Source: an optimization exercise on an open RTL-to-GDS flow (aim: small area). Production flows keep margins and buffers that such runs may drop. In this exercise RTL edits were held to simulation tests only and were not proved equivalent to the original. Power figures rest on the tool's default switching activity, not on a simulated workload.

## Config
module Config (CLK, RST, Rx, ComActive, ReceiveLED, s_clk, s_data, SelfWriteData, SelfWriteStrobe, ConfigWriteData, ConfigWriteStrobe, FrameAddressRegister, LongFrameStrobe, RowSelect);
clock: 10.0 ns
lec_check: 0
cap_margin: 0
core_margin: 2
core_utilization: 65
place_density: 0.75
slew_margin: 0
synth_hierarchical: 1
standard.sh (not shown) runs the stock make flow with config.mk's settings and CLKGATE_MAP_FILE= SYNTH_SCRIPT=/design/flow/synth_recipe.tcl, a recipe that flattens the netlist after the stock synthesis.
==> flow/flow/run.sh <==
#!/bin/bash
# The standard layout (the standard.sh: standard synthesis, floorplan, power grid,
# tap cells, placement, CTS, routing), with two changes to how cells are chosen:
#  - the port buffers that every input and output gets are sky130_fd_sc_hd__buf_1
#  - CTS builds the clock tree from clkbuf_4 with leaf clusters of at most 10 sinks,
#    and inserts no dummy loads
# ORFS writes each step's full log under orfs/logs/; make's own output goes to flow_make.log.
set -euo pipefail
bash standard.sh \
  "BUFFER_PORTS_ARGS=-buffer_cell sky130_fd_sc_hd__buf_1" \
  "CTS_ARGS=-sink_clustering_enable -repair_clock_nets -dont_use_dummy_load -buf_list sky130_fd_sc_hd__clkbuf_4 -sink_clustering_size 10 -sink_clustering_max_diameter 60" \
  finish > flow_make.log 2>&1
The starting point produced a clean layout.
Next try:
==> flow/flow/run.sh (replaced) <==
#!/bin/bash
# The standard layout (the standard.sh: standard synthesis, floorplan, power grid,
# tap cells, placement, CTS, routing), with two changes to how cells are chosen:
#  - the port buffers that every input and output gets are sky130_fd_sc_hd__buf_1
#  - CTS builds the clock tree from clkbuf_4 leaf clusters of at most 9 sinks under a clkbuf_8 root,
#    and inserts no dummy loads
# ORFS writes each step's full log under orfs/logs/; make's own output goes to flow_make.log.
set -euo pipefail
bash standard.sh \
  "BUFFER_PORTS_ARGS=-buffer_cell sky130_fd_sc_hd__buf_1" \
  "CTS_ARGS=-sink_clustering_enable -repair_clock_nets -dont_use_dummy_load -buf_list sky130_fd_sc_hd__clkbuf_4 -root_buf sky130_fd_sc_hd__clkbuf_8 -sink_clustering_size 9 -sink_clustering_max_diameter 60" \
  finish > flow_make.log 2>&1
--- a/flow/config.mk
+++ b/flow/config.mk
@@ -6,8 +6,8 @@
 export NUM_CORES = 4
 export LEC_CHECK = 0
-export CAP_MARGIN = 0
+export CAP_MARGIN = 20
 export CORE_MARGIN = 2
 export CORE_UTILIZATION = 65
 export PLACE_DENSITY = 0.75
-export SLEW_MARGIN = 0
+export SLEW_MARGIN = 20
 export SYNTH_HIERARCHICAL = 1
Area after synthesis is unchanged.
Clock skew hardly moves.
Core utilization increases by 0.42 points.
Fmax stays flat.
Routed wire length is about the same.
Critical path depth does not change.
Count of clock-buffer cells in the layout goes up by 3.
Final area rose by 0.58%.
Via count is about the same.
Next try:
--- a/flow/flow/run.sh
+++ b/flow/flow/run.sh
@@ -3,6 +3,5 @@
 # tap cells, placement, CTS, routing), with two changes to how cells are chosen:
 #  - the port buffers that every input and output gets are sky130_fd_sc_hd__buf_1
-#  - CTS builds the clock tree from clkbuf_4 leaf clusters of at most 9 sinks under a clkbuf_8 root,
-#    and inserts no dummy loads
+#  - CTS uses clkbuf_4 leaf clusters of at most 9 sinks under a clkbuf_8 root and inserts no dummy loads
 # ORFS writes each step's full log under orfs/logs/; make's own output goes to flow_make.log.
 set -euo pipefail
The changed run produced a clean layout; count of clock-buffer cells in the layout is unchanged; synthesized cell count does not change; hold slack does not change; setup slack does not change; sequential share of layout area is unchanged; fmax stays the same; non-clock buffer count stays the same; design area stays the same; final cell count stays the same; via count stays the same; routed wire length stays the same.
Next try:
==> flow/flow/run.sh (replaced) <==
#!/bin/bash
# The standard layout (the standard.sh: standard synthesis, floorplan, power grid,
# tap cells, placement, CTS, routing), with two changes to how cells are chosen:
#  - the port buffers that every input and output gets are sky130_fd_sc_hd__buf_1
#  - CTS uses clkbuf_8 leaf clusters of at most 16 sinks within 40 um and inserts no dummy loads
# ORFS writes each step's full log under orfs/logs/; make's own output goes to flow_make.log.
set -euo pipefail
bash standard.sh \
  "BUFFER_PORTS_ARGS=-buffer_cell sky130_fd_sc_hd__buf_1" \
  "CTS_ARGS=-sink_clustering_enable -repair_clock_nets -dont_use_dummy_load -buf_list sky130_fd_sc_hd__clkbuf_8 -sink_clustering_size 16 -sink_clustering_max_diameter 40" \
  finish > flow_make.log 2>&1
- power climbs by 6.7%
- utilization climbs by 1.0 points
- clock skew climbs by 0.026 ns
- final area climbs by 1.4%
- wire length barely changes
- maximum frequency drops by 0.58%
- synthesized cell count is unchanged
Next try:
==> flow/flow/run.sh (replaced) <==
#!/bin/bash
# The standard layout (the standard.sh: standard synthesis, floorplan, power grid,
# tap cells, placement, CTS, routing), with two changes to how cells are chosen:
#  - the port buffers that every input and output gets are sky130_fd_sc_hd__buf_1
#  - CTS uses clkbuf_16 leaf clusters of at most 30 sinks and inserts no dummy loads
# ORFS writes each step's full log under orfs/logs/; make's own output goes to flow_make.log.
set -euo pipefail
bash standard.sh \
  "BUFFER_PORTS_ARGS=-buffer_cell sky130_fd_sc_hd__buf_1" \
  "CTS_ARGS=-sink_clustering_enable -repair_clock_nets -dont_use_dummy_load -buf_list sky130_fd_sc_hd__clkbuf_16 -sink_clustering_size 30 -sink_clustering_max_diameter 60" \
  finish > flow_make.log 2>&1
Outcome: Cell area is about the same; clock power barely changes; combinational power barely changes; register-to-register slack loses 0.02 ns; sequential power hardly moves; total power barely changes; via count came out higher slightly; global-route usage is higher by 0.18 points; clock-buffer cell count shrinks by 13.

Setup of run 1:
Config again, from the RTL that the note above started with.
## Config
module Config (CLK, RST, Rx, ComActive, ReceiveLED, s_clk, s_data, SelfWriteData, SelfWriteStrobe, ConfigWriteData, ConfigWriteStrobe, FrameAddressRegister, LongFrameStrobe, RowSelect);
==> flow/config.mk <==
export PLATFORM = sky130hd
export DESIGN_NAME = Config
export DESIGN_NICKNAME = Config
export VERILOG_FILES = /design/flow/design.v
export SDC_FILE = /design/flow/constraint.sdc
export NUM_CORES = 4
export LEC_CHECK = 0
export CAP_MARGIN = 20
export CORE_MARGIN = 2
export CORE_UTILIZATION = 65
export PLACE_DENSITY = 0.75
export SLEW_MARGIN = 20
export SYNTH_HIERARCHICAL = 1
==> flow/constraint.sdc <==
create_clock -name core_clock -period 10.0 [get_ports {CLK}]
set_input_delay 2.0000 -clock core_clock [delete_from_list [all_inputs] [get_ports {CLK}]]
set_output_delay 2.0000 -clock core_clock [all_outputs]
set_load 0.01 [all_outputs]
==> flow/flow/run.sh <==
#!/bin/bash
# The standard layout (the standard.sh: standard synthesis, floorplan, power grid,
# tap cells, placement, CTS, routing), with two changes to how cells are chosen:
#  - the port buffers that every input and output gets are sky130_fd_sc_hd__buf_1
#  - CTS builds the clock tree from clkbuf_4 with leaf clusters of at most 10 sinks,
#    and inserts no dummy loads
# ORFS writes each step's full log under orfs/logs/; make's own output goes to flow_make.log.
set -euo pipefail
bash standard.sh \
  "BUFFER_PORTS_ARGS=-buffer_cell sky130_fd_sc_hd__buf_1" \
  "CTS_ARGS=-sink_clustering_enable -repair_clock_nets -dont_use_dummy_load -buf_list sky130_fd_sc_hd__clkbuf_4 -sink_clustering_size 10 -sink_clustering_max_diameter 60" \
  finish > flow_make.log 2>&1
> inputs changed (run 1 -> run 2)
==> flow/flow/run.sh <==
#!/bin/bash
# The standard layout (the standard.sh: standard synthesis, floorplan, power grid,
# tap cells, placement, CTS, routing), with two changes to how cells are chosen:
#  - the port buffers that every input and output gets are sky130_fd_sc_hd__buf_1
#  - CTS uses clkbuf_4 leaf clusters of at most 8 sinks and inserts no dummy loads
# ORFS writes each step's full log under orfs/logs/; make's own output goes to flow_make.log.
set -euo pipefail
bash standard.sh \
  "BUFFER_PORTS_ARGS=-buffer_cell sky130_fd_sc_hd__buf_1" \
  "CTS_ARGS=-sink_clustering_enable -repair_clock_nets -dont_use_dummy_load -buf_list sky130_fd_sc_hd__clkbuf_4 -sink_clustering_size 8 -sink_clustering_max_diameter 60" \
  finish > flow_make.log 2>&1
Results
Diff run 1 -> run 2: overall power of the completed layout up about 3.5%; switching power as a share of total power roughly the same; number of multi-input logic gates has remained practically unchanged; maximum vdd drop saw an increase; met3 wire length higher.
From run 1 to run 2 the numbers moved as follows: routed via count divided by cell count decreased 0.86%, post-route fraction of the period consumed by the critical path essentially unchanged.
For run 3, these inputs were changed with respect to run 2:
==> flow/flow/run.sh <==
#!/bin/bash
# The standard layout (the standard.sh: standard synthesis, floorplan, power grid,
# tap cells, placement, CTS, routing), with two changes to how cells are chosen:
#  - the port buffers that every input and output gets are sky130_fd_sc_hd__buf_1
#  - CTS uses clkbuf_4 leaf clusters of at most 10 sinks and inserts no dummy loads
# ORFS writes each step's full log under orfs/logs/; make's own output goes to flow_make.log.
set -euo pipefail
bash standard.sh \
  "BUFFER_PORTS_ARGS=-buffer_cell sky130_fd_sc_hd__buf_1" \
  "CTS_ARGS=-sink_clustering_enable -repair_clock_nets -dont_use_dummy_load -buf_list sky130_fd_sc_hd__clkbuf_4 -sink_clustering_size 10 -sink_clustering_max_diameter 60" \
  finish > flow_make.log 2>&1
[summary]
Signal arrival time at the worst endpoint: run 3 vs run 2 up 0.06 ns
Compared with run 2, run 3 shows a lower finished layout cell area.
Taking run 2 as the reference, in run 3 fraction of area in non-clock buffers stayed essentially flat; worst hold slack rose by 0.0045 ns; clock skew fell by 0.0033 ns; minimum clock period after layout rose by 0.011 ns.
Run 3: full flow OK, the timing, design-rule and antenna checks passed

## afterwards: timing with drivers on the ports
Ports are ideal in the flow. The routed layouts listed here were re-timed in OpenROAD. Step 1: set_driving_cell puts a clkbuf_16 on CLK and a buf_2 on each other input, an assumption about the parent block. Step 2 also shifts input and output timing later by t, the mid clock arrival at the registers, as if the neighbouring blocks saw the same clock. Slacks: ideal ports / drivers / drivers and shift; pairs: ideal ports / drivers.
| run | t, ns | setup slack, ns | latest minus earliest clock arrival (ns) |
|---|---|---|---|
| the first run of note 1 | 0.667 | 4.285 / 4.285 / 4.285 | 0.033 / 0.033 |
| the second run of note 1 | 0.552 | 4.293 / 4.293 / 4.293 | 0.060 / 0.061 |
| the third run of note 1 | 0.552 | 4.293 / 4.293 / 4.293 | 0.060 / 0.061 |
| the fourth run of note 1 | 0.548 | 4.260 / 4.260 / 4.260 | 0.060 / 0.060 |
| the fifth run of note 1 | 0.495 | 4.239 / 4.239 / 4.239 | 0.055 / 0.056 |
| run 1 | 0.665 | 4.292 / 4.292 / 4.292 | 0.034 / 0.034 |
| run 2 | 0.615 | 4.303 / 4.303 / 4.303 | 0.037 / 0.038 |
| run 3 | 0.665 | 4.292 / 4.292 / 4.292 | 0.034 / 0.034 |
After both steps every run listed still meets setup and hold.
